This design comes from an exercise in tuning for small area, a short achievable clock period and few clock cycles on the open sky130 flow, not from production work. Where RTL was checked, it was by simulation tests only, not by an equivalence proof against the original. The RTL of runs 2 to 6 was laid out without a check of its function. No activity file was given, so power comes from the tool's default toggle rates.

`design.v`:
```
`timescale 1ns / 1ps
module top(clk,rst,imem_addr,imem_data,led,halted);
        input clk;
        input rst;
        output [0:7] imem_addr;
        input [0:31] imem_data;
        output [0:7] led;
        output halted;
        wire [31:0] ins = imem_data;
        wire [5:0] op  = ins[31:26];
        wire [4:0] rs  = ins[25:21];
        wire [4:0] rt  = ins[20:16];
        wire [4:0] rd  = ins[15:11];
        wire [7:0] imm = ins[7:0];
        wire [5:0] fn  = ins[5:0];
        reg  [7:0] R [0:31];
        reg  [7:0] pc;
        reg  [7:0] x_a, x_b;           
        reg  [7:0] x_alt;              
        reg  [4:0] x_dst;
        reg        x_we, x_lw, x_slt, x_w2, x_br, x_bne, x_pt;
        wire [7:0] sum = x_a + x_b;
        reg [7:0] rom;
        always @(*) begin
                case (sum)
                8'd0: rom = 8'b10011100;
                8'd1: rom = 8'b10001111;
                8'd2: rom = 8'b01110000;
                8'd3: rom = 8'b00111011;
                8'd4: rom = 8'b00100000;
                8'd5: rom = 8'b01010000;
                8'd6: rom = 8'b00000111;
                8'd7: rom = 8'b00001000;
                8'd8: rom = 8'b00001001;
                8'd9: rom = 8'b00001010;
                8'd10: rom = 8'b00000110;
                default: rom = 8'b00000000;
                endcase
        end
        wire lt = $signed(x_a) < $signed(x_b);
        wire [7:0] res = x_lw  ? rom :
                         x_slt ? {7'b0, lt} : sum;
        wire eq = (x_a == x_b);
        wire miss = x_br & (eq ^ x_bne ^ x_pt);
        wire stop = (pc >= 8'd14);
        wire d_lw   = op[5];                           
        wire d_addi = op[3];                           
        wire d_jal  = op[1] & ~op[5];                  
        wire d_br   = op[2];                           
        wire d_bne  = op[2] & op[0];                   
        wire d_r    = ~(op[5] | op[3] | op[2] | op[1]);  
        wire d_jr   = d_r & ~fn[5];                    
        wire d_slt  = d_r & fn[5] & fn[1];             
        wire d_we   = d_lw | d_addi | d_jal | (d_r & fn[5]);
        wire [4:0] d_dst = d_r ? rd : d_jal ? 5'd31 : rt;
        wire d_imm  = d_lw | d_addi;
        wire d_pt   = imm[7];                          
        wire fwd_a  = x_we & (x_dst == rs);
        wire fwd_b  = x_we & (x_dst == rt);
        wire fwd_31 = x_we & (x_dst == 5'd31);
        wire [7:0] rf_a = R[rs];
        wire [7:0] rf_b = R[rt];
        wire [7:0] d_a = fwd_a ? res : rf_a;
        wire [7:0] d_b = fwd_b ? res : rf_b;
        wire [7:0] r31 = fwd_31 ? res : R[31];
        wire [7:0] pc1 = pc + 8'd1;
        wire [7:0] pci = pc + imm;
        wire [7:0] npc = d_jr ? r31 : d_jal ? imm : (d_br & d_pt) ? pci : pc1;
        assign imem_addr = pc;
        assign halted = stop & ~x_br & ~x_w2;
        assign led = R[2];
        always @(posedge clk) begin
                if (rst | miss | stop) begin
                        x_we  <= 1'b0;
                        x_lw  <= 1'b0;
                        x_slt <= 1'b0;
                        x_w2  <= 1'b0;
                        x_br  <= 1'b0;
                        if (rst) pc <= 8'd12;
                        else if (miss) pc <= x_alt;
                end
                else begin
                        x_we  <= d_we;
                        x_lw  <= d_lw;
                        x_slt <= d_slt;
                        x_w2  <= d_we & (d_dst == 5'd2);
                        x_br  <= d_br;
                        pc    <= npc;
                end
                x_bne <= d_bne;
                x_pt  <= d_pt;
                x_alt <= d_pt ? pc1 : pci;
                x_dst <= d_dst;
                x_a   <= d_jal ? pc1 : d_a;
                x_b   <= d_imm ? imm : d_jal ? 8'd0 : d_b;
        end
        wire [7:0] wd = rst ? 8'd0 : res;
        genvar k;
        generate
                for (k = 0; k < 32; k = k + 1) begin : g_rf
                        always @(posedge clk)
                                if (rst | (x_we & (x_dst == k)))
                                        R[k] <= wd;
                end
        endgenerate
endmodule
```
`flow/run.sh`:
```
#!/bin/bash
# Standard layout (the standard.sh, standard synthesis), with the port
# buffers made of buf_2 cells instead of buffer_ports' default choice, and
# ORFS's power recovery (downsizing of cells off the critical paths) after
# global routing.
set -euo pipefail
echo 'export BUFFER_PORTS_ARGS = -buffer_cell sky130_fd_sc_hd__buf_2' >> config.mk
echo 'export RECOVER_POWER = 100' >> config.mk
bash standard.sh > standard.log 2>&1
```
`standard.sh`:
```
#!/bin/bash
# synth_recipe.tcl (not shown) runs the flow's synth.tcl, then flattens the netlist and writes it again
# the make line also repeats each setting of config.mk as NAME=value (left out here)
make -C /OpenROAD-flow-scripts/flow DESIGN_CONFIG=/design/flow/config.mk WORK_HOME=/design/flow/orfs CLKGATE_MAP_FILE= SYNTH_SCRIPT=/design/flow/synth_recipe.tcl "${@:-finish}"
```
`config.mk`:
```
export PLATFORM = sky130hd
export DESIGN_NAME = top
export DESIGN_NICKNAME = top
export VERILOG_FILES = /design/flow/design.v
export SDC_FILE = /design/flow/constraint.sdc
export NUM_CORES = 4
export LEC_CHECK = 0
export CAP_MARGIN = 10
export CORE_MARGIN = 2
export CORE_UTILIZATION = 40
export CTS_CLUSTER_DIAMETER = 80
export CTS_CLUSTER_SIZE = 20
export SETUP_SLACK_MARGIN = 4.0
export SLEW_MARGIN = 10
export BUFFER_PORTS_ARGS = -buffer_cell sky130_fd_sc_hd__buf_2
export RECOVER_POWER = 100
```
`constraint.sdc`:
```
create_clock -name core_clock -period 7.0 [get_ports {clk}]
set_input_delay 1.4000 -clock core_clock [delete_from_list [all_inputs] [get_ports {clk}]]
set_output_delay 1.4000 -clock core_clock [all_outputs]
set_load 0.01 [all_outputs]
```
==> results of run 1 <==
## synthesized netlist by cell type (6+ instances only)
| cell | n | area share [%] |
|---|---|---|
| a221oi_1 | 7 | 0.41 |
| a211oi_1 | 18 | 0.91 |
| a22oi_1 | 212 | 11 |
| o21ai_0 | 40 | 1.3 |
| nor3b_1 | 8 | 0.40 |
| buf_2 | 18 | 0.60 |
| inv_1 | 27 | 0.68 |
| clkbuf_1 | 26 | 0.65 |
| nor3_1 | 33 | 1.1 |
| nand3_1 | 39 | 1.3 |
| nand3b_1 | 8 | 0.40 |
| nand2_1 | 126 | 3.2 |
| ha_1 | 29 | 2.4 |
| nand2b_1 | 17 | 0.71 |
| nor2_1 | 131 | 3.3 |
| o211ai_1 | 13 | 0.65 |
| or3_1 | 6 | 0.25 |
| dfxtp_1 | 36 | 4.8 |
| xnor2_1 | 18 | 1.1 |
| a22o_1 | 6 | 0.35 |
| a211o_1 | 7 | 0.41 |
| xor2_1 | 13 | 0.76 |
| nor2b_1 | 12 | 0.50 |
| nor4_1 | 19 | 0.80 |
| edfxtp_1 | 264 | 53 |
| a31oi_1 | 9 | 0.38 |
| a221o_1 | 6 | 0.40 |
| or2_2 | 7 | 0.29 |
| nand4_1 | 35 | 1.5 |
| a21oi_1 | 36 | 1.2 |
| or3b_1 | 6 | 0.35 |
| and3_1 | 6 | 0.25 |
| mux2i_1 | 6 | 0.40 |
## metrics by stage
stage,setup WS [ns],total power [uW]
after floorplan,3.98,3470
after global placement,2.56,4060
after detailed placement,2.57,4070
after CTS,3.92,5360
after global routing,2.20,5610
final,2.36,5430
## worst paths after layout
path,startpoint,endpoint
worst max register to register,x_b[1],R[2][1]
worst min-delay path,x_alt[0],pc[0]
worst max-delay path,rst,R[22][5]
worst min register to register,x_alt[0],pc[0]
## layout make-up
type                            count  area [um^2]  area share [%]
Antenna cell                        2         5.00          0.0287
Clock buffer                       31          596            3.42
Clock inverter                      5         43.8           0.251
Inverter                           27          101           0.581
Multi-Input combinational cell    946         6560            37.7
Sequential cell                   300         8650            49.6
Tap cell                          468          586            3.36
Timing Repair Buffer              142          890            5.10
## worst reg2reg max path, delay by kind of cell (launching register included)
kind | cells | cell delay (ns)
AND/OR/NAND/NOR | 3 | 0.87
flip-flops | 1 | 0.34
buffers and inverters | 2 | 1.20
AO/OA/AOI/OAI | 4 | 1.28
adder cells (fa/ha/maj) | 1 | 0.37
## metal layers
metal | share of wire [%] | vias to the layer above
li1 | - | 5460
met1 | 36 | 6446
met2 | 42 | 1190
met3 | 14 | 281
met4 | 7.4 | 0
met5 | 0 | -
## flip-flops by register name (all words and copies together) (netlist names)
name   cells
x_alt      8
x_we       1
x_pt       1
pc         8
x_bne      1
x_w2       1
x_dst      5
R        256
x_b        8
x_lw       1
x_slt      1
x_br       1
x_a        8
## where the power goes
group	internal, uW	switching [uW]
combinational	420	894
sequential	2540	334
clock	599	646
total	3550	1870
## kinds of logic after synthesis
family,synth area share [%]
compound gates,19.6
fa+ha+maj,2.57
flops,58.0
mux,0.554
buf+inv,2.17
xor+xnor,1.82
simple gates,15.3
## timing repair
item | 4_1_cts | 5_1_grt
setup endpoints to repair | 216 | 243
gates cloned | 0 | 0
pin swaps | 9 | 9
setup buffers | 19 | 16
gates resized for setup | 129 | 48
==> run notes, run 1 <==
- Via count: 13.4k
- P per Cell Area: 311 mW/mm^2
- Max frequency: 0.216 GHz
- Worst Hold Path Cells: 2
- Most frequent cells in the layout: edfxtp_1, a22oi_1, nand2_1, nor2_1, buf_4
- Critical Path Max Stage Delay: 1.49 ns
- Pre-Repair DR Iteration Count: 7
- CTS Buf Count: 20
- WP depth: 4
- I/O pin count: 51
- R2R setup slack: 2.49 ns
- Die width: 197 um
- Slowest CP cell: o21ai_0
- Most used routing layer: met2
- Fin Setup TNS: 0 ns
- Worst setup EP type: flop
- Delay-heaviest family, CP: buffers and inverters
- GR Util met3: 10.4%
- Max Cap Viol: 12
- Number of global-route vias before repair: 12.6k
- Crit path max fanout: 31
- CP Cell Sequence: clkbuf_1, inv_1, clkbuf_1, o21ai_0
- Top FF cell, synth: edfxtp_1
- Final nets: 1,501
- Initial antenna violation count: 0
- Final core utilization: 47.5%
- Placer Congestion: 1.05
- Worst EP arrival: 4.48 ns
- Port Buffer Count: 46
- Fraction of layout cells with a size suffix above 1: 16.5%
- Vias per inst: 6.96
- Placed cell count: 1,848
- Row count: 70
- Cell Count, Final, Fillers Out: 1,921
- Post-Syn Area: 0.0149 mm^2
- Lkg Pwr: 0.00614 uW
- Number of synthesized flops with an enable pin: 264
- RSZ-0062 raised after global routing: true
- Die Ht: 197 um
- Layout check failures: capacitance limit, slew limit
- Clock Latency Late Sink: 0.54 ns
- Final cycle utilization of the critical path: 66.3%
- First-pass GRT wire length: 95.3 mm
- Final hold violation count: 0
- WP data required: 6.84 ns
- Hold Buf Count CTS: 0
- Final Max Tran Viols: 252
- Routed Antenna Nets: 0
- Largest net degree at the start of global routing: 33
- Clock buffer depth: 3
- Fillers: 3,402
- Flops & latches, synth: 300
- Finished Cell Area: 0.0174 mm^2
- GRT Util Overall: 35.3%
- H-tree depth: 1
- Register area share after synthesis: 58.0%
- Grt total ovfl: 0
- Share of synthesized registers carrying an async set or reset: 0%
- CTS sink cnt: 300
- Core area: 0.0367 mm^2
- Post-synth net total: 1,388
- WS Path Type: input pin to flop
- Die ar.: 0.0389 mm^2
- CP Launch Type: input pin
- Hold Crit Class: flop to flop
- Clock Pin Slew Worst Setup and Hold Paths: 0.09 ns
- Yosys warns: 2
- Residual DRC: 0
- Clock root cell: clkbuf_16
- Distinct cell type count after synthesis: 72
- Worst slew margin: -111%
- Syn Inst Count: 1,324
- Avg WL per Cell: 36.4 um
- Status: finished with violations
- Final WL: 69.9 mm
- Synthesis-to-finish area growth: 16.8%
- Slew @ Worst Pin: 3.13 ns
- Commonest non-fill, non-tap cell in the layout: edfxtp_1
- CP dominant cell by count: clkbuf_1
- Final setup viols: 0
- FF-to-FF path depth: 10
- Max VDD drop: 0.188 mV
- Post-DP HPWL: 48.5 mm
- Final min period: 4.64 ns
- Post-synthesis average cell area: 11.3 um^2
- M1 GR Usage: 45.3%
- Clock skew: 0.0174 ns
- Hold WS: 0.554 ns
- DR iter-0 viols: 2,236
- Worst Path Buf+Inv: 3
- CTS tree: done
- Initial core utilization: 40.7%
- DP Area: 0.0160 mm^2
- Met2 usage: 53.4%
Testbench counts, summed over its fixed seeds: cycles 53,224.
==> inputs of run 2 (changes only) <==
--- a/design.v
+++ b/design.v
@@ -18,7 +18,7 @@
         reg  [7:0] x_a, x_b;           
         reg  [7:0] x_alt;              
         reg  [4:0] x_dst;
-        reg        x_we, x_lw, x_slt, x_w2, x_br, x_bne, x_pt;
+        reg        x_we, x_lw, x_slt, x_w2, x_br, x_bne, x_pt, x_jal;
         wire [7:0] sum = x_a + x_b;
         reg [7:0] rom;
         always @(*) begin
@@ -39,7 +39,8 @@
         end
         wire lt = $signed(x_a) < $signed(x_b);
         wire [7:0] res = x_lw  ? rom :
-                         x_slt ? {7'b0, lt} : sum;
+                         x_slt ? {7'b0, lt} :
+                         x_jal ? x_alt : sum;
         wire eq = (x_a == x_b);
         wire miss = x_br & (eq ^ x_bne ^ x_pt);
         wire stop = (pc >= 8'd14);
@@ -76,6 +77,7 @@
                         x_slt <= 1'b0;
                         x_w2  <= 1'b0;
                         x_br  <= 1'b0;
+                        x_jal <= 1'b0;
                         if (rst) pc <= 8'd12;
                         else if (miss) pc <= x_alt;
                 end
@@ -85,14 +87,15 @@
                         x_slt <= d_slt;
                         x_w2  <= d_we & (d_dst == 5'd2);
                         x_br  <= d_br;
+                        x_jal <= d_jal;
                         pc    <= npc;
                 end
                 x_bne <= d_bne;
                 x_pt  <= d_pt;
-                x_alt <= d_pt ? pc1 : pci;
+                x_alt <= (d_pt | d_jal) ? pc1 : pci;
                 x_dst <= d_dst;
-                x_a   <= d_jal ? pc1 : d_a;
-                x_b   <= d_imm ? imm : d_jal ? 8'd0 : d_b;
+                x_a   <= d_a;
+                x_b   <= d_imm ? imm : d_b;
         end
         wire [7:0] wd = rst ? 8'd0 : res;
         genvar k;
==> run.sh (new file) <==
#!/bin/bash
# synth_recipe.tcl (not shown) runs the flow's synth.tcl, then flattens the netlist and writes it again
# the make line also repeats each setting of config.mk as NAME=value (left out here)
make -C /OpenROAD-flow-scripts/flow DESIGN_CONFIG=/design/flow/config.mk WORK_HOME=/design/flow/orfs CLKGATE_MAP_FILE= SYNTH_SCRIPT=/design/flow/synth_recipe.tcl finish
--- a/config.mk
+++ b/config.mk
@@ -12,5 +12,3 @@
 export CTS_CLUSTER_SIZE = 20
 export SETUP_SLACK_MARGIN = 4.0
 export SLEW_MARGIN = 10
-export BUFFER_PORTS_ARGS = -buffer_cell sky130_fd_sc_hd__buf_2
-export RECOVER_POWER = 100
removed: flow/run.sh
removed: standard.sh
==> run 2 against run 1 <==
  * The run now finishes clean
  * Utilization grew 3.7 points
  * Critical endpoint is now x_b[1]
  * Largest power group unchanged
  * Global-route usage is 1.9 points higher
  * Die area decreased by 1.9%
==> run notes, run 2 <==
- Post-route setup slack: 3.78 ns (+1.42 ns)
- Fin Setup TNS: 0 ns (unchanged)
- Number of synthesized flops with an enable pin: 264 (unchanged)
- Port Buffer Count: 46 (unchanged)
- Final nets: 1,459 (-2.8%)
- Top FF cell, synth: edfxtp_1
- Clock skew: 0.0281 ns (+0.0107 ns)
- Post-synth net total: 1,279 (-7.9%)
- WP data required: 7.42 ns (+0.58 ns)
- Number of global-route vias before repair: 12.4k (-1.9%)
- Post-synth top cells: edfxtp_1, a22oi_1, nor2_1
- Core area: 0.0363 mm^2 (-0.95%)
- DR iter-0 viols: 2,094 (-6.4%)
- Hold path start: R[0][4]
- Initial core utilization: 40.3% (-0.40 points)
- Slew @ Worst Pin: 1.10 ns (-2.03 ns)
- Crit path max fanout: 12 (-61%)
- Syn Inst Count: 1,215 (-8.2%)
- Max Cap Viol: 0 (-12)
- Register area share after synthesis: 59.2% (+1.3 points)
- Max frequency: 0.311 GHz (+44%)
- WS Path Type: input pin to flop
- Largest net degree at the start of global routing: 58 (+76%)
- Flops & latches, synth: 301 (+0.33%)
- Via count: 13.3k (-0.36%)
- Grt total ovfl: 0 (unchanged)
- Leading post-synthesis cells by cell area: edfxtp_1, a22oi_1, dfxtp_1
- Clock Latency Late Sink: 0.56 ns (+0.02 ns)
- Post-Syn Area: 0.0146 mm^2 (-1.9%)
- Clock buffer depth: 3 (unchanged)
- CTS Buf Count: 21 (+5.0%)
- Routed Antenna Nets: 0 (unchanged)
- Hold Crit Class: flop to flop
- Avg WL per Cell: 39.1 um (+7.4%)
- Final Max Tran Viols: 0 (-100%)
- CTS sink cnt: 301 (+0.33%)
- First-pass GRT wire length: 97.9 mm (+2.8%)
- DP Area: 0.0161 mm^2 (+0.23%)
- Share of synthesized registers carrying an async set or reset: 0% (unchanged)
- Status: timing/DRC/antenna clean
- Commonest non-fill, non-tap cell in the layout: edfxtp_1
- Top-count cell post-synth: edfxtp_1
- Vias per inst: 7.11 (+2.0%)
- H-tree depth: 1 (unchanged)
- Most frequent cells in the layout: edfxtp_1, a22oi_1, buf_4, nand2_1, nor2_1
- Yosys warns: 2 (unchanged)
- Largest Register: R
- Synthesis-to-finish area growth: 27.1%
- Die ar.: 0.0381 mm^2 (-1.9%)
- Launching point of the worst reg2reg path: x_b[3]
- Worst EP arrival: 3.64 ns (-0.84 ns)
- GRT Util Overall: 37.2% (+1.9 points)
- Post-synthesis average cell area: 12.0 um^2 (+6.9%)
- Row count: 70 (unchanged)
- Initial antenna violation count: 2 (+2)
- Post-synth top area share: 54.2% (+1.0 points)
- I/O pin count: 51 (unchanged)
- Clock root cell: clkbuf_16
- Cell accounting for the most synthesized area: edfxtp_1
- P per Cell Area: 324 mW/mm^2 (+4.1%)
- Final hold violation count: 0 (unchanged)
- CP Launch Type: input pin
- RSZ-0062 raised after global routing: true
- Placer Congestion: 1.03 (-2.1%)
- Pre-Repair DR Iteration Count: 9 (+2)
- Critical path origin: imem_data[11]
- Final WL: 73.3 mm (+4.9%)
- Final setup viols: 0 (unchanged)
- Final cycle utilization of the critical path: 46.0% (-20 points)
- Lkg Pwr: 0.00666 uW (+8.4%)
- CTS tree: done
- Die width: 195 um (-0.95%)
- Post-DP HPWL: 47.4 mm (-2.3%)
- Die Ht: 195 um (-0.95%)
- Final min period: 3.22 ns (-1.42 ns)
- Worst slew margin: 26.7% (+140 points)
- Fraction of layout cells with a size suffix above 1: 26.5% (+10 points)
- Residual DRC: 0 (unchanged)
- Worst setup EP type: flop
- Max VDD drop: 0.278 mV (+48%)
- Pre-CTS WS: 2.16 ns (-0.408 ns)
- Distinct cell type count after synthesis: 68 (-5.6%)
- Clock Pin Slew Worst Setup and Hold Paths: 0.09 ns (about the same)
- Max reg flops: 256 (unchanged)
- Finished Cell Area: 0.0186 mm^2 (+6.7%)
==> run 2: final cells by class <==
| class | instances | area (um^2) |
|---|---|---|
| fillers | 3120 | 17700 |
| flip-flops and latches | 301 | 8670 |
| multi-input cells | 860 | 6820 |
| repair buffers | 190 | 1790 |
| well taps | 468 | 586 |
| clock buffers | 28 | 552 |
| clock inverters | 7 | 96.3 |
| inverters | 21 | 81.3 |
| diodes | 1 | 2.50 |
==> run 2: metal layers <==
metal  GRT usage (%)  part of all wire (%)
met5               0                     0
met4            20.8                   6.9
met3            12.6                    14
met2            54.7                    42
met1            48.4                    37
==> run 2: timing repair <==
action                     CTS  global route
setup endpoints to repair  294           282
resized for setup          194            98
hold buffers                 0             0
gates cloned                 8             3
pin swaps                   29            36
setup buffers               54            40
==> run 2: critical path, stage by stage <==
cell and delay [ns]:
buf_4 0.23, nand2b_4 0.25, nor2_1 0.23, a22oi_2 0.31
nand4_1 0.29, or4_4 0.64, o211ai_1 0.12, o211ai_1 0.15
==> run 2: cell families after synthesis <==
kind of cell	synth area share, %
mux	1.21
simple gates	12.2
flops	59.2
compound gates	21.3
xor+xnor	1.86
buf+inv	1.58
fa+ha+maj	2.62
==> run 2: worst paths after layout <==
kind	to	slack [ns]	cells after the start
max	x_b[1]	3.78	8
min	x_b[4]	0.61	2
max reg2reg	R[8][7]	3.93	13
min reg2reg	x_b[4]	0.61	2
==> run 2: per-stage QoR <==
stage	hold slack [ns]	total power (uW)	util, %	std cells
final	0.611	6030	51.2	1876
after global routing	0.655	6200	51.2	1875
after CTS	0.613	5680	49.0	1832
after detailed placement	0.571	4070	44.2	1735
after global placement	0.579	4070	44.2	1735
after floorplan	0.502	3460	-	1215
==> run 2: power breakdown <==
group	internal (uW)	total, uW	switching (uW)
clock	609	1280	672
sequential	2530	2900	365
combinational	784	1850	1070
==> inputs of run 3 (changes only) <==
==> flow/run.sh (new file) <==
#!/bin/bash
# Standard layout (the standard.sh, standard synthesis), with the port
# buffers made of buf_2 cells instead of buffer_ports' default choice.
set -euo pipefail
echo 'export BUFFER_PORTS_ARGS = -buffer_cell sky130_fd_sc_hd__buf_2' >> config.mk
bash standard.sh > standard.log 2>&1
==> standard.sh (new file) <==
#!/bin/bash
# synth_recipe.tcl (not shown) runs the flow's synth.tcl, then flattens the netlist and writes it again
# the make line also repeats each setting of config.mk as NAME=value (left out here)
make -C /OpenROAD-flow-scripts/flow DESIGN_CONFIG=/design/flow/config.mk WORK_HOME=/design/flow/orfs CLKGATE_MAP_FILE= SYNTH_SCRIPT=/design/flow/synth_recipe.tcl "${@:-finish}"
--- a/config.mk
+++ b/config.mk
@@ -12,3 +12,4 @@
 export CTS_CLUSTER_SIZE = 20
 export SETUP_SLACK_MARGIN = 4.0
 export SLEW_MARGIN = 10
+export BUFFER_PORTS_ARGS = -buffer_cell sky130_fd_sc_hd__buf_2
removed: run.sh
==> run 3 against run 2 <==
  * Fmax rose by 4.3%
  * Design area fell by 1.7%
  * Still clean
  * Clock-buffer cell count fell by 1
  * Global-route usage rose by 0.84 points
==> run notes, run 3 <==
- Slew @ Worst Pin: 1.18 ns (+0.0864 ns)
- Number of diodes: 0 (-1)
- Distinct cell type count after synthesis: 68 (unchanged)
- Post-Synth Adder-Cell Area: 2.62% (unchanged)
- Mux share of post-synthesis cell area: 1.21% (unchanged)
- DP Area: 0.0158 mm^2 (-1.7%)
- Largest Register: R
- Synthesis-to-finish area growth: 25.0%
- Post-synth net total: 1,279 (unchanged)
- Post-synth top area share: 54.2% (unchanged)
- Multi-input gate area: 0.00679 mm^2 (-0.44%)
- Final hold violation count: 0 (unchanged)
- Share of synthesized registers carrying an async set or reset: 0% (unchanged)
- Fin Setup TNS: 0 ns (unchanged)
- Final nets: 1,442 (-1.2%)
- Number of synthesized flops with an enable pin: 264 (unchanged)
- CTS tree: done
- Cell accounting for the most synthesized area: edfxtp_1
- Flops & latches, synth: 301 (unchanged)
- Placer Congestion: 1.01 (-2.2%)
- Commonest non-fill, non-tap cell in the layout: edfxtp_1
- Largest family of logic cells by synthesized area: compound AO/OA/AOI/OAI gates
- Hold Crit Class: flop to flop
- Die Ht: 195 um (unchanged)
- Post-synth top cells: edfxtp_1, a22oi_1, nor2_1
- Initial antenna violation count: 2 (unchanged)
- Largest net degree at the start of global routing: 58 (unchanged)
- Core area: 0.0363 mm^2 (unchanged)
- DR iter-0 viols: 1,916 (-8.5%)
- Leading post-synthesis cells by cell area: edfxtp_1, a22oi_1, dfxtp_1
- Vias per inst: 7.12 (+0.24%)
- Final Max Tran Viols: 0 (unchanged)
- Final WL: 73.9 mm (+0.78%)
- WP data required: 5.60 ns (-1.82 ns)
- Syn Inst Count: 1,215 (unchanged)
- Die ar.: 0.0381 mm^2 (unchanged)
- Final setup viols: 0 (unchanged)
- Via count: 13.2k (-0.72%)
- Pre-Repair DR Iteration Count: 6 (-3)
- First-pass GRT wire length: 99.8 mm (+1.9%)
- Clock Latency Late Sink: 0.55 ns (about the same)
- Post-DP HPWL: 48.5 mm (+2.4%)
- Clock Pin Slew Worst Setup and Hold Paths: 0.09 ns (about the same)
- Final core utilization: 50.3% (-0.85 points)
- Grt total ovfl: 0 (unchanged)
- P per Cell Area: 318 mW/mm^2 (-1.8%)
- Fraction of layout cells with a size suffix above 1: 28.0% (+1.5 points)
- Max VDD drop: 0.188 mV (-32%)
- Port Buffer Count: 46 (unchanged)
- Clock buffer depth: 3 (unchanged)
- Hold Buf Count CTS: 0 (unchanged)
- Status: timing/DRC/antenna clean
- H-tree depth: 1 (unchanged)
- CTS Buf Count: 21 (unchanged)
- Register area share after synthesis: 59.2% (unchanged)
- I/O pin count: 51 (unchanged)
- Max Cap Viol: 0 (unchanged)
- GRT Util Overall: 38.1% (+0.84 points)
- Fillers: 3,217 (+3.1%)
- Worst EP arrival: 1.69 ns (-1.95 ns)
- Number of global-route vias before repair: 12.4k (+0.72%)
- Clock skew: 0.0206 ns (-0.00747 ns)
- Worst setup EP type: primary output
- Post-Syn Area: 0.0146 mm^2 (unchanged)
- Top FF cell, synth: edfxtp_1
- Row count: 70 (unchanged)
- Finished Cell Area: 0.0183 mm^2 (-1.7%)
- Avg WL per Cell: 39.8 um (+1.8%)
- Top-count cell post-synth: edfxtp_1
- Final min period: 3.09 ns (-0.132 ns)
- Routed Antenna Nets: 0 (unchanged)
- Max reg flops: 256 (unchanged)
- Register area: 0.00867 mm^2 (about the same)
- CP Launch Type: flop
- Clock root cell: clkbuf_16
- Initial core utilization: 40.3% (unchanged)
- CTS sink cnt: 301 (unchanged)
- Simple-gate share of the synthesized area: 12.2% (unchanged)
- Most frequent cells in the layout: edfxtp_1, a22oi_1, buf_4, nand2_1, nor2_1
- WS Path Type: flop to primary output
- Lkg Pwr: 0.00656 uW (-1.6%)
- Crit path max fanout: 3 (-9)
- RSZ-0062 raised after global routing: true
- Final cycle utilization of the critical path: 44.1% (-1.9 points)
- Post-synthesis average cell area: 12.0 um^2 (unchanged)
- Residual DRC: 0 (unchanged)
- Max frequency: 0.324 GHz (+4.3%)
- Compound-cell area share of the yosys netlist: 21.3% (unchanged)
- Yosys warns: 2 (unchanged)
- Post-Synth XOR/XNOR Area: 1.86% (unchanged)
- Worst slew margin: 21.0% (-5.8 points)
- Die width: 195 um (unchanged)
[run 3: cell counts after synthesis]
No cell type changed its count.
[run 3: per-stage QoR]
stage	power (uW)	setup WS (ns)	std cells	hold WS, ns
floorplan	3460	3.83	1215	0.502
global placement	4050	2.54	1727	0.572
detailed placement	4040	2.60	1727	0.599
CTS	5630	3.92	1827	0.640
global route	5990	3.86	1858	0.667
finish	5820	3.91	1858	0.625
[run 3: critical path, stage by stage (launching register included)]
cell and delay, ns:
edfxtp_1 0.44, inv_1 0.08, ha_1 0.16, o21ai_2 0.08, a211oi_2 0.21, buf_2 0.17
[run 3: final timing paths]
path                              start      to  slack [ns]  cells after the start
worst min register to register  R[0][4]  x_b[4]        0.62                      2
worst max-delay path              pc[0]  halted        3.91                      5
worst max register to register   x_b[3]   pc[4]        4.03                     11
worst min-delay path            R[0][4]  x_b[4]        0.62                      2
[run 3: cell families after synthesis]
| family | Yosys count |
|---|---|
| AOI/OAI and AO/OA | 411 |
| xor gates and xnor gates | 31 |
| adders and majority gates | 30 |
| buffers and inverters | 61 |
| DFF | 301 |
| muxes | 17 |
| and+or+nand+nor | 364 |
[run 3: timing repair]
action                     4_1_cts  5_1_grt
pin swaps                       34       32
gates cloned                     7        1
setup buffers                   58       30
gates resized for setup        118       91
setup endpoints to repair      281      280
[run 3: layer usage]
metal | GRT usage (%) | part of all wire [%] | vias up
li1 | - | - | 5247
met4 | 20.9 | 6.5 | 4
met5 | 0 | 0.034 | -
met3 | 11.1 | 13 | 288
met1 | 49.0 | 38 | 6597
met2 | 57.9 | 43 | 1097
[run 3: area by class of cell]
class                           instances  share of cell area (%)
Sequential cell                       301                    47.4
Timing Repair Buffer                  173                    8.28
Inverter                               21                   0.431
Clock buffer                           27                    3.05
Clock inverter                          8                   0.533
Tap cell                              468                    3.20
Multi-Input combinational cell        860                    37.1
[run 3: power by group]
group | internal (uW) | leakage (uW) | switching [uW]
Sequential | 2530 | 0.00300 | 344
Combinational | 648 | 0.00324 | 1010
Clock | 617 | 0.000321 | 669
Total | 3800 | 0.00656 | 2030
==> inputs of run 4 (changes only) <==
--- a/design.v
+++ b/design.v
@@ -18,7 +18,8 @@
         reg  [7:0] x_a, x_b;           
         reg  [7:0] x_alt;              
         reg  [4:0] x_dst;
-        reg        x_we, x_lw, x_slt, x_w2, x_br, x_bne, x_pt, x_jal;
+        reg        x_we, x_lw, x_slt, x_w2, x_br, x_bne, x_pt, x_alt_end;
+        reg        stop, hq;
         wire [7:0] sum = x_a + x_b;
         reg [7:0] rom;
         always @(*) begin
@@ -39,11 +40,9 @@
         end
         wire lt = $signed(x_a) < $signed(x_b);
         wire [7:0] res = x_lw  ? rom :
-                         x_slt ? {7'b0, lt} :
-                         x_jal ? x_alt : sum;
+                         x_slt ? {7'b0, lt} : sum;
         wire eq = (x_a == x_b);
         wire miss = x_br & (eq ^ x_bne ^ x_pt);
-        wire stop = (pc >= 8'd14);
         wire d_lw   = op[5];                           
         wire d_addi = op[3];                           
         wire d_jal  = op[1] & ~op[5];                  
@@ -67,17 +66,25 @@
         wire [7:0] pc1 = pc + 8'd1;
         wire [7:0] pci = pc + imm;
         wire [7:0] npc = d_jr ? r31 : d_jal ? imm : (d_br & d_pt) ? pci : pc1;
+        wire [7:0] alt = d_pt ? pc1 : pci;
+        wire npc_end = d_jr ? (r31 >= 8'd14) : d_jal ? (imm >= 8'd14) :
+                       (d_br & d_pt) ? (pci >= 8'd14) : (pc1 >= 8'd14);
+        wire kill = rst | miss | stop;
+        wire stop_n = rst ? 1'b0 : miss ? x_alt_end : stop ? 1'b1 : npc_end;
+        wire br_n = ~kill & d_br;
+        wire w2_n = ~kill & d_we & (d_dst == 5'd2);
         assign imem_addr = pc;
-        assign halted = stop & ~x_br & ~x_w2;
+        assign halted = hq;
         assign led = R[2];
         always @(posedge clk) begin
-                if (rst | miss | stop) begin
+                stop <= stop_n;
+                hq   <= stop_n & ~br_n & ~w2_n;
+                if (kill) begin
                         x_we  <= 1'b0;
                         x_lw  <= 1'b0;
                         x_slt <= 1'b0;
                         x_w2  <= 1'b0;
                         x_br  <= 1'b0;
-                        x_jal <= 1'b0;
                         if (rst) pc <= 8'd12;
                         else if (miss) pc <= x_alt;
                 end
@@ -85,17 +92,17 @@
                         x_we  <= d_we;
                         x_lw  <= d_lw;
                         x_slt <= d_slt;
-                        x_w2  <= d_we & (d_dst == 5'd2);
-                        x_br  <= d_br;
-                        x_jal <= d_jal;
+                        x_w2  <= w2_n;
+                        x_br  <= br_n;
                         pc    <= npc;
                 end
                 x_bne <= d_bne;
                 x_pt  <= d_pt;
-                x_alt <= (d_pt | d_jal) ? pc1 : pci;
+                x_alt <= alt;
+                x_alt_end <= (alt >= 8'd14);
                 x_dst <= d_dst;
-                x_a   <= d_a;
-                x_b   <= d_imm ? imm : d_b;
+                x_a   <= d_jal ? pc1 : d_a;
+                x_b   <= d_imm ? imm : d_jal ? 8'd0 : d_b;
         end
         wire [7:0] wd = rst ? 8'd0 : res;
         genvar k;
==> run.sh (new file) <==
#!/bin/bash
# synth_recipe.tcl (not shown) runs the flow's synth.tcl, then flattens the netlist and writes it again
# the make line also repeats each setting of config.mk as NAME=value (left out here)
make -C /OpenROAD-flow-scripts/flow DESIGN_CONFIG=/design/flow/config.mk WORK_HOME=/design/flow/orfs CLKGATE_MAP_FILE= SYNTH_SCRIPT=/design/flow/synth_recipe.tcl finish
==> config.mk (replaced) <==
export PLATFORM = sky130hd
export DESIGN_NAME = top
export DESIGN_NICKNAME = top
export VERILOG_FILES = /design/flow/design.v
export SDC_FILE = /design/flow/constraint.sdc
export NUM_CORES = 4
export LEC_CHECK = 0
export CAP_MARGIN = 20
export CORE_MARGIN = 2
export CORE_UTILIZATION = 40
export SETUP_SLACK_MARGIN = 4.0
export SLEW_MARGIN = 20
removed: flow/run.sh
removed: standard.sh
==> run 4 against run 3 <==
  * Die area is 2.8% higher
  * Synthesized area is 2.9% higher
  * Critical endpoint is now x_b[1]
  * Sequential share of layout area is 4.3 points lower
  * Utilization is 3.6 points higher
  * Still clean
  * Critical path type is now input pin to flop
  * Critical path depth is 7 higher
==> run notes, run 4 <==
- WS Path Type: input pin to flop
- Largest family of logic cells by synthesized area: compound AO/OA/AOI/OAI gates
- Yosys warns: 2 (unchanged)
- Top FF cell, synth: edfxtp_1
- Lkg Pwr: 0.00730 uW (+11%)
- Vias per inst: 6.87 (-3.5%)
- Grt total ovfl: 0 (unchanged)
- First-pass GRT wire length: 98.2 mm (-1.6%)
- Crit path max fanout: 7 (+4)
- Synthesis-to-finish area growth: 34.0%
- Clock root cell: clkbuf_16
- Port Buffer Count: 46 (unchanged)
- Mux share of post-synthesis cell area: 0.939% (-0.28 points)
- Slowest CP cell: nor4_4
- Final WL: 72.4 mm (-2.0%)
- Max frequency: 0.318 GHz (-2.0%)
- Post-synth net total: 1,326 (+3.7%)
- Finished Cell Area: 0.0202 mm^2 (+10%)
- Placed cell count: 1,794 (+3.9%)
- CTS Buf Count: 34 (+62%)
- Commonest non-fill, non-tap cell in the layout: edfxtp_1
- Clock skew: 0.0241 ns (+0.00342 ns)
- Row count: 71 (+1.4%)
- P_int: 4220 uW (+11%)
- Via count: 13.8k (+3.9%)
- Cell accounting for the most synthesized area: edfxtp_1
- Max Cap Viol: 0 (unchanged)
- P per Cell Area: 309 mW/mm^2 (-3.0%)
- DP Area: 0.0166 mm^2 (+5.0%)
- Routed Antenna Nets: 0 (unchanged)
- CTS sink cnt: 302 (+0.33%)
- Hold WS: 0.563 ns (-0.0617 ns)
- Combinational power share: 26.5% (-2.0 points)
- Pre-Repair DR Iteration Count: 6 (unchanged)
- RSZ-0062 raised after global routing: true
- DR iter-0 viols: 1,919 (+0.16%)
- Register area share after synthesis: 57.7% (-1.5 points)
- Max reg flops: 256 (unchanged)
- Critical Path Max Stage Delay: 0.38 ns (-0.06 ns)
- Post-Synth Adder-Cell Area: 2.54% (-0.074 points)
- Fin Setup TNS: 0 ns (unchanged)
- Cell Count, Final, Fillers Out: 2,001 (+7.7%)
- Simple-gate share of the synthesized area: 13.0% (+0.79 points)
- Flops & latches, synth: 302 (+0.33%)
- Clock power share: 30.1% (+8.0 points)
- Post-Syn Area: 0.0151 mm^2 (+2.9%)
- Largest net degree at the start of global routing: 56 (-3.4%)
- Clock Pin Slew Worst Setup and Hold Paths: 0.06 ns (-0.03 ns)
- Largest Register: R
- Final min period: 3.15 ns (+0.0640 ns)
- Initial antenna violation count: 3 (+1)
- Hold Crit Class: flop to flop
- CTS tree: done
- Slew @ Worst Pin: 1.15 ns (-0.0363 ns)
- Post-synth top area share: 52.7% (-1.5 points)
- Final Max Tran Viols: 0 (unchanged)
- Compound-cell area share of the yosys netlist: 21.7% (+0.46 points)
- Worst EP arrival: 3.56 ns (+1.87 ns)
- Distinct cell type count after synthesis: 79 (+16%)
- Final cycle utilization of the critical path: 45.0% (+0.91 points)
- Post-DP HPWL: 45.5 mm (-6.3%)
- CP Launch Type: input pin
- Sequential share of power: 43.4% (-6.0 points)
- Worst slew margin: 23.4% (+2.4 points)
- Most frequent cells in the layout: edfxtp_1, buf_4, a22oi_1, a22o_1, nor2_1
- Net Sw Power: 2010 uW (-0.67%)
- Avg WL per Cell: 36.2 um (-9.0%)
- Share of synthesized registers carrying an async set or reset: 0% (unchanged)
- Status: timing/DRC/antenna clean
- H-tree depth: 2 (+1)
- R2R setup slack: 3.99 ns (-0.04 ns)
- Die ar.: 0.0392 mm^2 (+2.8%)
- Post-synth top cells: edfxtp_1, nor2_1, a22oi_1
- Net Sw Frac: 32.3% (-2.5 points)
- Post-synthesis average cell area: 11.9 um^2 (-0.93%)
- Number of global-route vias before repair: 12.8k (+3.1%)
- Clock Latency Late Sink: 0.55 ns (about the same)
- Die width: 198 um (+1.4%)
- Initial core utilization: 40.3% (about the same)
- Max VDD drop: 0.192 mV (+2.4%)
- Placer Congestion: 1.02 (+1.8%)
- Die Ht: 198 um (+1.4%)
- Final hold violation count: 0 (unchanged)
- Worst setup EP type: flop
- Number of synthesized flops with an enable pin: 264 (unchanged)
- Final nets: 1,524 (+5.7%)
- Core area: 0.0374 mm^2 (+2.9%)
- I/O pin count: 51 (unchanged)
- Clock buffer depth: 3 (unchanged)
- Leading post-synthesis cells by cell area: edfxtp_1, dfxtp_1, a221oi_1
- Top-count cell post-synth: edfxtp_1
- CP Cell Sequence: buf_12, buf_2, nand3_2, nor2_1, buf_4, a22o_1, a221oi_1, nand4_1, nor4_4, nor3_1, a21oi_1, o21ai_0
- Final setup viols: 0 (unchanged)
- GRT Util Overall: 36.5% (-1.6 points)
- WP data required: 7.41 ns (+1.81 ns)
- Post-Synth XOR/XNOR Area: 1.90% (+0.047 points)
- Residual DRC: 0 (unchanged)
- Fraction of layout cells with a size suffix above 1: 31.6% (+3.6 points)
- Syn Inst Count: 1,262 (+3.9%)
==> run 4: cell types whose count changed after synthesis, moves of 10 or more <==
| cell | delta |
|---|---|
| a22o_1 | +21 |
| o22ai_1 | +10 |
| nor2_1 | +16 |
| a22oi_1 | -55 |
| nand2_1 | -33 |
| a221oi_1 | +28 |
==> run 4: cells by family (layout without fill, tap and decap cells) <==
family / after synthesis / count (layout)
xor+xnor: 31 / 31
mux: 14 / 14
fa+ha+maj: 30 / 30
simple gates: 387 / 392
other cells: 0 / 4
buf+inv: 78 / 297
compound gates: 420 / 420
flops: 302 / 302
==> run 4: path summary, 6_finish.rpt <==
check / startpoint / endpoint / cells past startpoint
worst min register to register: x_alt[1] / pc[1] / 2
worst max register to register: x_b[0] / pc[6] / 11
worst min-delay path: x_alt[1] / pc[1] / 2
worst max-delay path: imem_data[14] / x_b[1] / 12
==> run 4: metrics by stage <==
stage,util [%],setup WS (ns),power [uW]
2_1_floorplan,-,3.70,3380
3_3_place_gp,44.4,1.94,3870
3_5_place_dp,44.4,1.96,3880
4_1_cts,51.3,3.91,5980
5_1_grt,53.9,3.83,6400
6_report,53.9,3.85,6230
==> run 4: metal layers <==
layer	share of wire, %	vias up	global-route usage [%]
li1	-	5537	-
met1	35	6655	44.5
met2	43	1178	56.1
met3	14	384	12.3
met4	8.1	0	22.0
met5	0	-	0.383
==> run 4: critical path, delay by kind of cell <==
family,cells,cell delay (ns)
AO/OA/AOI/OAI,4,0.69
buffers and inverters,3,0.50
AND/OR/NAND/NOR,5,0.96
==> run 4: power groups by stage <==
stage / Clock (uW) / Combinational [uW] / Sequential, uW
floorplan: 0 / 771 / 2610
global placement: 0 / 1150 / 2720
detailed placement: 0 / 1160 / 2720
CTS: 1870 / 1420 / 2690
global route: 1940 / 1730 / 2730
finish: 1880 / 1650 / 2700
==> run 4: repair_timing <==
| item | 4_1_cts | 5_1_grt |
|---|---|---|
| cloned | 3 | 4 |
| pin swaps | 55 | 64 |
| hold endpoints to repair | 0 | 0 |
| endpoints found under the setup margin | 291 | 239 |
| hold buffers | 0 | 0 |
| buffers inserted | 78 | 56 |
| gates resized for setup | 214 | 90 |
==> run 4: area by class of cell <==
cell class | instances | area, um^2
diodes | 4 | 10.0
clock buffers | 45 | 933
clock inverters | 17 | 214
fillers | 3119 | 17200
inverters | 23 | 86.3
multi-input cells | 887 | 7460
flip-flops and latches | 302 | 8690
well taps | 511 | 639
repair buffers | 212 | 2150
==> inputs of run 5 (changes only) <==
==> flow/run.sh (new file) <==
#!/bin/bash
# Standard layout (the standard.sh, standard synthesis), with the port
# buffers made of buf_2 cells instead of buffer_ports' default choice.
set -euo pipefail
echo 'export BUFFER_PORTS_ARGS = -buffer_cell sky130_fd_sc_hd__buf_2' >> config.mk
bash standard.sh > standard.log 2>&1
==> standard.sh (new file) <==
#!/bin/bash
# synth_recipe.tcl (not shown) runs the flow's synth.tcl, then flattens the netlist and writes it again
# the make line also repeats each setting of config.mk as NAME=value (left out here)
make -C /OpenROAD-flow-scripts/flow DESIGN_CONFIG=/design/flow/config.mk WORK_HOME=/design/flow/orfs CLKGATE_MAP_FILE= SYNTH_SCRIPT=/design/flow/synth_recipe.tcl "${@:-finish}"
--- a/config.mk
+++ b/config.mk
@@ -5,8 +5,11 @@
 export SDC_FILE = /design/flow/constraint.sdc
 export NUM_CORES = 4
 export LEC_CHECK = 0
-export CAP_MARGIN = 20
+export CAP_MARGIN = 10
 export CORE_MARGIN = 2
 export CORE_UTILIZATION = 40
+export CTS_CLUSTER_DIAMETER = 80
+export CTS_CLUSTER_SIZE = 20
 export SETUP_SLACK_MARGIN = 4.0
-export SLEW_MARGIN = 20
+export SLEW_MARGIN = 10
+export BUFFER_PORTS_ARGS = -buffer_cell sky130_fd_sc_hd__buf_2
removed: run.sh
==> run 5 against run 4 <==
  * Die area is the same
  * Sequential power is essentially flat
  * Worst setup slack gained 0.021 ns
  * Design area shrank 1.4%
  * Critical path depth shrank 2
==> run notes, run 5 <==
- Synthesis-to-finish area growth: 32.2%
- Commonest non-fill, non-tap cell in the layout: edfxtp_1
- Final min period: 3.13 ns (-0.0213 ns)
- Slew @ Worst Pin: 1.16 ns (+0.00822 ns)
- Multi-input gate area: 0.00747 mm^2 (+0.20%)
- Die Ht: 198 um (unchanged)
- Number of global-route vias before repair: 12.8k (-0.34%)
- First-pass GRT wire length: 97.9 mm (-0.29%)
- Largest net degree at the start of global routing: 57 (+1.8%)
- Grt total ovfl: 0 (unchanged)
- Die width: 198 um (unchanged)
- WS Path Type: flop to flop
- Final cycle utilization of the critical path: 44.7% (-0.30 points)
- GRT Util Overall: 36.4% (-0.12 points)
- Worst EP arrival: 3.42 ns (-0.14 ns)
- Cell accounting for the most synthesized area: edfxtp_1
- CP Launch Type: flop
- Fillers: 3,150 (+0.99%)
- Die ar.: 0.0392 mm^2 (unchanged)
- DR iter-0 viols: 1,854 (-3.4%)
- Fin Setup TNS: 0 ns (unchanged)
- Hold Crit Class: flop to flop
- Clock skew: 0.0383 ns (+0.0142 ns)
- Routed Antenna Nets: 0 (unchanged)
- Register area: 0.00869 mm^2 (about the same)
- Post-synthesis average cell area: 11.9 um^2 (unchanged)
- Distinct cell type count after synthesis: 79 (unchanged)
- Syn Inst Count: 1,262 (unchanged)
- P_int: 3810 uW (-9.7%)
- Clock Pin Slew Worst Setup and Hold Paths: 0.08 ns (+0.02 ns)
- WP data required: 7.30 ns (-0.11 ns)
- Final setup viols: 0 (unchanged)
- Delay-heaviest family, CP: compound AO/OA/AOI/OAI gates
- I/O pin count: 51 (unchanged)
- Slowest CP cell: dfxtp_1
- Post-synth top cells: edfxtp_1, nor2_1, a22oi_1
- Core area: 0.0374 mm^2 (unchanged)
- Clock buffer depth: 3 (unchanged)
- Pwr Total: 5740 uW (-7.9%)
- Combinational power share: 28.6% (+2.1 points)
- Placer Congestion: 0.978 (-4.4%)
- Final Max Tran Viols: 0 (unchanged)
- Port Buffer Count: 46 (unchanged)
- Crit path max fanout: 17 (+10)
- Top FF cell, synth: edfxtp_1
- Clock power share: 24.1% (-6.0 points)
- Worst Path Buf+Inv: 1 (-2)
- CTS sink cnt: 302 (unchanged)
- Max frequency: 0.320 GHz (+0.68%)
- Post-synth top area share: 52.7% (unchanged)
- Post-DP HPWL: 46.1 mm (+1.4%)
- Residual DRC: 0 (unchanged)
- Largest Register: R
- Share of synthesized registers carrying an async set or reset: 0% (unchanged)
- Via count: 13.8k (+0.33%)
- Final WL: 73.5 mm (+1.5%)
- Lkg Pwr: 0.00721 uW (-1.2%)
- Worst setup EP type: flop
- Top-count cell post-synth: edfxtp_1
- Net Sw Power: 1930 uW (-4.3%)
- Avg WL per Cell: 36.8 um (+1.7%)
- Flops & latches, synth: 302 (unchanged)
- H-tree depth: 1 (-1)
- Max Cap Viol: 0 (unchanged)
- CTS Buf Count: 21 (-38%)
- Number of synthesized flops with an enable pin: 264 (unchanged)
- Clock root cell: clkbuf_16
- Max reg flops: 256 (unchanged)
- Initial core utilization: 40.3% (unchanged)
- Worst slew margin: 22.9% (-0.55 points)
- RSZ-0062 raised after global routing: true
- Final nets: 1,536 (+0.79%)
- Yosys warns: 2 (unchanged)
- Most frequent cells in the layout: edfxtp_1, buf_4, a22oi_1, nor2_1, a22o_1
- R2R setup slack: 3.87 ns (-0.12 ns)
- Critical Path Max Stage Delay: 0.44 ns (+0.06 ns)
- Vias per inst: 6.91 (+0.53%)
- P per Cell Area: 288 mW/mm^2 (-6.6%)
- Pre-Repair DR Iteration Count: 8 (+2)
- Initial antenna violation count: 2 (-1)
- Final hold violation count: 0 (unchanged)
- Post-synth net total: 1,326 (unchanged)
- Register area share after synthesis: 57.7% (unchanged)
- CTS tree: done
- CP Cell Sequence: ha_4, and2b_1, a21oi_2, xnor2_4, buf_4, xnor2_1, a21oi_1, o221ai_1, a31oi_1, o21bai_1
- Max VDD drop: 0.277 mV (+44%)
- Sequential share of power: 47.4% (+4.0 points)
- Net Sw Frac: 33.6% (+1.3 points)
- Status: timing/DRC/antenna clean
- Row count: 71 (unchanged)
- Clock Latency Late Sink: 0.57 ns (+0.02 ns)
- Leading post-synthesis cells by cell area: edfxtp_1, dfxtp_1, a221oi_1
- Fraction of layout cells with a size suffix above 1: 33.5% (+2.0 points)
- Post-Syn Area: 0.0151 mm^2 (unchanged)
## run 5: changes by cell type in the layout (fill, tap and decap cells not counted), moves of 5 or more
cell,previous run,this run
a221oi_2,36,30
clkdlybuf4s50_1,24,0
nor2_1,67,74
nor2_2,14,5
buf_2,4,34
buf_4,123,142
buf_12,28,34
a21oi_2,5,10
a21oi_1,30,25
clkbuf_1,8,1
clkbuf_16,37,25
## run 5: final timing paths
check	endpoint	cells after the start	from
setup reg to reg	pc[2]	10	x_a[2]
hold / removal	pc[1]	2	x_alt[1]
hold reg to reg	pc[1]	2	x_alt[1]
setup / recovery	pc[2]	10	x_a[2]
## run 5: layout make-up
| cell class | count | area share [%] |
|---|---|---|
| Inverter | 23 | 0.434 |
| Multi-Input combinational cell | 887 | 37.6 |
| Clock buffer | 23 | 2.68 |
| Tap cell | 511 | 3.21 |
| Sequential cell | 302 | 43.7 |
| Antenna cell | 3 | 0.0377 |
| Timing Repair Buffer | 237 | 11.5 |
| Clock inverter | 11 | 0.899 |
## run 5: power groups by stage
stage	logic, uW	registers (uW)	clock network [uW]
floorplan	771	2610	0
CTS	1410	2690	1380
global route	1710	2740	1440
global placement	1130	2730	0
detailed placement	1140	2720	0
finish	1640	2720	1380
## run 5: tightest hold or removal path: stages (launching register included)
cell	delay, ns
dfxtp_1	0.30
nand2_1	0.05
a21oi_1	0.06
## run 5: what timing repair did
action / 4_1_cts / 5_1_grt
hold buffers: 0 / 0
setup endpoints to repair: 283 / 195
pin swaps: 66 / 94
gates cloned: 4 / 5
setup buffers: 96 / 60
gates resized for setup: 132 / 114
## run 5: cell families after synthesis
family          after synthesis  synth area share [%]
buf+inv                      78                  2.17
fa+ha+maj                    30                  2.54
simple gates                387                  13.0
flops                       302                  57.7
mux                          14                 0.939
compound gates              420                  21.7
xor+xnor                     31                  1.90
## run 5: layer usage
metal	track usage [%]	vias to the layer above	share of wire, %
met5	0	-	0.016
met4	21.7	2	8.6
met3	11.2	404	13
met2	56.7	1161	43
met1	44.4	6691	36
li1	-	5541	-
## run 5: through the flow
step	hold slack, ns	util [%]	instances	setup WS (ns)	cell area, um^2
after floorplan	0.518	-	1262	3.70	15600
after global placement	0.551	43.8	1795	2.64	16400
after detailed placement	0.547	43.8	1795	2.63	16400
after CTS	0.564	50.0	1929	3.94	18700
after global routing	0.602	53.2	1994	3.86	19900
final	0.568	53.2	1997	3.87	19900
==> inputs of run 6 (changes only) <==
--- a/design.v
+++ b/design.v
@@ -17,10 +17,14 @@
         reg  [7:0] pc;
         reg  [7:0] x_a, x_b;           
         reg  [7:0] x_alt;              
+        reg  [7:0] x_last;             
+        reg        x_fa, x_fb, x_jal;
         reg  [4:0] x_dst;
         reg        x_we, x_lw, x_slt, x_w2, x_br, x_bne, x_pt, x_alt_end;
         reg        stop, hq;
-        wire [7:0] sum = x_a + x_b;
+        wire [7:0] ea = x_fa ? x_last : x_a;
+        wire [7:0] eb = x_fb ? x_last : x_b;
+        wire [7:0] sum = ea + eb;
         reg [7:0] rom;
         always @(*) begin
                 case (sum)
@@ -38,10 +42,11 @@
                 default: rom = 8'b00000000;
                 endcase
         end
-        wire lt = $signed(x_a) < $signed(x_b);
+        wire lt = $signed(ea) < $signed(eb);
         wire [7:0] res = x_lw  ? rom :
-                         x_slt ? {7'b0, lt} : sum;
-        wire eq = (x_a == x_b);
+                         x_slt ? {7'b0, lt} :
+                         x_jal ? x_alt : sum;
+        wire eq = (ea == eb);
         wire miss = x_br & (eq ^ x_bne ^ x_pt);
         wire d_lw   = op[5];                           
         wire d_addi = op[3];                           
@@ -60,13 +65,11 @@
         wire fwd_31 = x_we & (x_dst == 5'd31);
         wire [7:0] rf_a = R[rs];
         wire [7:0] rf_b = R[rt];
-        wire [7:0] d_a = fwd_a ? res : rf_a;
-        wire [7:0] d_b = fwd_b ? res : rf_b;
         wire [7:0] r31 = fwd_31 ? res : R[31];
         wire [7:0] pc1 = pc + 8'd1;
         wire [7:0] pci = pc + imm;
         wire [7:0] npc = d_jr ? r31 : d_jal ? imm : (d_br & d_pt) ? pci : pc1;
-        wire [7:0] alt = d_pt ? pc1 : pci;
+        wire [7:0] alt = (d_pt | d_jal) ? pc1 : pci;
         wire npc_end = d_jr ? (r31 >= 8'd14) : d_jal ? (imm >= 8'd14) :
                        (d_br & d_pt) ? (pci >= 8'd14) : (pc1 >= 8'd14);
         wire kill = rst | miss | stop;
@@ -85,6 +88,7 @@
                         x_slt <= 1'b0;
                         x_w2  <= 1'b0;
                         x_br  <= 1'b0;
+                        x_jal <= 1'b0;
                         if (rst) pc <= 8'd12;
                         else if (miss) pc <= x_alt;
                 end
@@ -94,6 +98,7 @@
                         x_slt <= d_slt;
                         x_w2  <= w2_n;
                         x_br  <= br_n;
+                        x_jal <= d_jal;
                         pc    <= npc;
                 end
                 x_bne <= d_bne;
@@ -101,8 +106,11 @@
                 x_alt <= alt;
                 x_alt_end <= (alt >= 8'd14);
                 x_dst <= d_dst;
-                x_a   <= d_jal ? pc1 : d_a;
-                x_b   <= d_imm ? imm : d_jal ? 8'd0 : d_b;
+                x_a   <= rf_a;
+                x_b   <= d_imm ? imm : rf_b;
+                x_fa  <= fwd_a;
+                x_fb  <= fwd_b & ~d_imm;
+                x_last <= res;
         end
         wire [7:0] wd = rst ? 8'd0 : res;
         genvar k;
==> run.sh (new file) <==
#!/bin/bash
# synth_recipe.tcl (not shown) runs the flow's synth.tcl, then flattens the netlist and writes it again
# the make line also repeats each setting of config.mk as NAME=value (left out here)
make -C /OpenROAD-flow-scripts/flow DESIGN_CONFIG=/design/flow/config.mk WORK_HOME=/design/flow/orfs CLKGATE_MAP_FILE= SYNTH_SCRIPT=/design/flow/synth_recipe.tcl finish
==> config.mk (replaced) <==
export PLATFORM = sky130hd
export DESIGN_NAME = top
export DESIGN_NICKNAME = top
export VERILOG_FILES = /design/flow/design.v
export SDC_FILE = /design/flow/constraint.sdc
export NUM_CORES = 4
export LEC_CHECK = 0
export CAP_MARGIN = 20
export CORE_MARGIN = 2
export CORE_UTILIZATION = 40
export SETUP_SLACK_MARGIN = 4.0
export SLEW_MARGIN = 20
removed: flow/run.sh
removed: standard.sh
==> run 6 against run 5 <==
  * Critical path type unchanged
  * Largest power group unchanged
  * Cell count fell by 5.0%
  * Synthesized area fell by 0.22%
  * Routed wire length fell by 2.6%
  * Highest routed layer unchanged
  * Clock-buffer cell count increased by 10
==> run notes, run 6 <==
- Status: timing/DRC/antenna clean
- Vias per inst: 7.13 (+3.2%)
- Clock Latency Late Sink: 0.59 ns (+0.02 ns)
- Pre-Repair DR Iteration Count: 8 (unchanged)
- Leading post-synthesis cells by cell area: edfxtp_1, dfxtp_1, a221oi_1
- Port Buffer Count: 46 (unchanged)
- Row count: 70 (-1.4%)
- Cell accounting for the most synthesized area: edfxtp_1
- RSZ-0062 raised after global routing: true
- Hold Crit Class: flop to flop
- Initial core utilization: 40.8% (+0.58 points)
- DR iter-0 viols: 2,303 (+24%)
- Die width: 198 um (-0.11%)
- Final hold violation count: 0 (unchanged)
- DP Area: 0.0165 mm^2 (+0.89%)
- CTS Buf Count: 31 (+48%)
- Worst Hold Path Cells: 1 (-1)
- Top FF cell, synth: edfxtp_1
- Placer Congestion: 1.01 (+3.6%)
- WP data required: 7.45 ns (+0.15 ns)
- Syn Inst Count: 1,214 (-3.8%)
- Yosys warns: 2 (unchanged)
- Final WL: 71.6 mm (-2.6%)
- Routed Antenna Nets: 0 (unchanged)
- Post-synth net total: 1,278 (-3.6%)
- H-tree depth: 1 (unchanged)
- Grt total ovfl: 0 (unchanged)
- Synthesis-to-finish area growth: 30.0%
- Fin Setup TNS: 0 ns (unchanged)
- Number of synthesized flops with an enable pin: 264 (unchanged)
- Clock skew: 0.0158 ns (-0.0225 ns)
- CP Launch Type: flop
- Distinct cell type count after synthesis: 71 (-10%)
- Largest net degree at the start of global routing: 63 (+11%)
- Clock buffer depth: 3 (unchanged)
- Worst slew margin: 21.3% (-1.6 points)
- Largest Register: R
- Final cycle utilization of the critical path: 50.7% (+6.0 points)
- Max Cap Viol: 0 (unchanged)
- Post-route setup slack: 3.45 ns (-0.420 ns)
- WS Path Type: flop to flop
- Flops & latches, synth: 313 (+3.6%)
- Register area share after synthesis: 59.3% (+1.6 points)
- Crit path max fanout: 8 (-9)
- I/O pin count: 51 (unchanged)
- Lkg Pwr: 0.00711 uW (-1.4%)
- Post-Syn Area: 0.0150 mm^2 (-0.22%)
- Share of synthesized registers carrying an async set or reset: 0% (unchanged)
- Final Max Tran Viols: 0 (unchanged)
- Max frequency: 0.282 GHz (-12%)
- Hold Buf Count CTS: 0 (unchanged)
- Worst setup EP type: flop
- Final nets: 1,470 (-4.3%)
- GRT Util Overall: 36.1% (-0.21 points)
- Post-synth top cells: edfxtp_1, nor2_1, a221oi_1
- Die ar.: 0.0391 mm^2 (-0.21%)
- FF-to-FF path depth: 13 (+3)
- Avg WL per Cell: 37.8 um (+2.5%)
- Core area: 0.0368 mm^2 (-1.6%)
- CTS tree: done
- Initial antenna violation count: 2 (unchanged)
- Final setup viols: 0 (unchanged)
- Hold WS: 0.559 ns (-0.00926 ns)
- Post-DP HPWL: 44.9 mm (-2.6%)
- Clock root cell: clkbuf_16
- Worst EP arrival: 4.00 ns (+0.58 ns)
- Max VDD drop: 0.153 mV (-45%)
- Clock Pin Slew Worst Setup and Hold Paths: 0.07 ns (about the same)
- Slew @ Worst Pin: 1.18 ns (+0.0236 ns)
- Max reg flops: 256 (unchanged)
- Residual DRC: 0 (unchanged)
- Pre-CTS WS: 2.42 ns (-0.216 ns)
- First-pass GRT wire length: 97.2 mm (-0.70%)
- Post-synthesis average cell area: 12.4 um^2 (+3.7%)
- Final min period: 3.55 ns (+0.420 ns)
- Commonest non-fill, non-tap cell in the layout: edfxtp_1
- Die Ht: 198 um (-0.11%)
- Pwr Total: 6420 uW (+12%)
- CTS sink cnt: 313 (+3.6%)
- Top-count cell post-synth: edfxtp_1
- Number of global-route vias before repair: 12.6k (-1.8%)
- Fraction of layout cells with a size suffix above 1: 27.7% (-5.9 points)
- Post-synth top area share: 52.8% (+0.11 points)
- Most frequent cells in the layout: edfxtp_1, buf_4, a22o_1, a221oi_1, nor2_1
- Finished Cell Area: 0.0195 mm^2 (-1.8%)
- P per Cell Area: 328 mW/mm^2 (+14%)
- Via count: 13.5k (-2.0%)
-- run 6: worst paths after layout --
check                           slack [ns]    start      end
worst max-delay path                  3.45     x_fa  R[0][0]
worst min-delay path                  0.56  R[0][6]   x_a[6]
worst max register to register        3.45     x_fa  R[0][0]
worst min register to register        0.56  R[0][6]   x_a[6]
-- run 6: report_power, final --
part	total [uW]	switching, uW	internal, uW
Sequential	2840	299	2540
Clock	1770	740	1030
Combinational	1810	1020	792
Total	6420	2060	4360
-- run 6: repair_timing --
| action | CTS | global route |
|---|---|---|
| setup endpoints to repair | 315 | 301 |
| buffers inserted | 76 | 22 |
| cloned | 11 | 1 |
| pin swaps | 23 | 42 |
| resized for setup | 147 | 99 |
-- run 6: cell type report --
cell class              instances  area (um^2)
inverters                      28          110
well taps                     468          586
fillers                      3119        17300
clock inverters                22          272
flip-flops and latches        313         8920
repair buffers                199         1930
diodes                          1         2.50
clock buffers                  33          783
multi-input cells             833         6930
-- run 6: stage by stage --
step	util, %	instances
finish	53.1	1897
global route	53.1	1896
CTS	51.6	1873
detailed placement	44.9	1731
global placement	44.9	1731
floorplan	-	1214
-- run 6: critical path, stage by stage, from the launching register on --
cell and delay (ns):
dfxtp_4 0.44, mux2_4 0.35, ha_4 0.29, inv_4 0.03
a311o_1 0.38, a221oi_2 0.30, xor2_1 0.13, buf_4 0.15
or4_4 0.55, o32ai_4 0.16, buf_6 0.15, buf_6 0.11
nor2b_4 0.20, buf_6 0.15
-- run 6: cell families after synthesis --
| kind of cell | share of synthesized area (%) |
|---|---|
| AOI/OAI and AO/OA | 22.0 |
| DFF | 59.3 |
| adders and majority gates | 2.60 |
| muxes | 1.39 |
| buffers and inverters | 2.01 |
| and+or+nand+nor | 10.9 |
| xor gates and xnor gates | 1.81 |
-- run 6: routing by layer --
metal	share of wire [%]	track usage, %	vias up
met5	0.017	1.53	-
met2	42	53.8	1187
met1	36	45.2	6586
met4	7.7	20.4	2
li1	-	-	5375
met3	14	13.5	372

port drivers added, routing unchanged:
In the flow no input, the clock included, has a driving cell. The finished layouts below were timed again as built, in two steps.
Step 1: set_driving_cell puts a clkbuf_16 on clk and a buf_2 on each other input, an assumption about the parent block.
Step 2, shift: input delay + t, output delay - t, t = (earliest + latest rising clock arrival at the registers) / 2. This alone moves slack from input paths to output paths.
Slacks: no drivers / after step 1 / after step 2; pairs: no drivers / after step 1.
| run | t (ns) | setup slack, ns | cell pins on the clock port's net |
|---|---|---|---|
| run 1 | 0.593 | 2.361 / 2.402 / 1.810 | 1 |
| run 2 | 0.595 | 3.783 / 3.811 / 3.217 | 1 |
| run 3 | 0.591 | 3.915 / 3.862 / 3.310 | 1 |
| run 4 | 0.591 | 3.851 / 3.800 / 3.208 | 1 |
| run 5 | 0.607 | 3.872 / 3.837 / 3.230 | 1 |
| run 6 | 0.637 | 3.452 / 3.452 / 2.944 | 1 |
For run 4, which loses most, drivers alone change the setup slack by -0.051 ns; drivers and shift together by -0.643 ns.
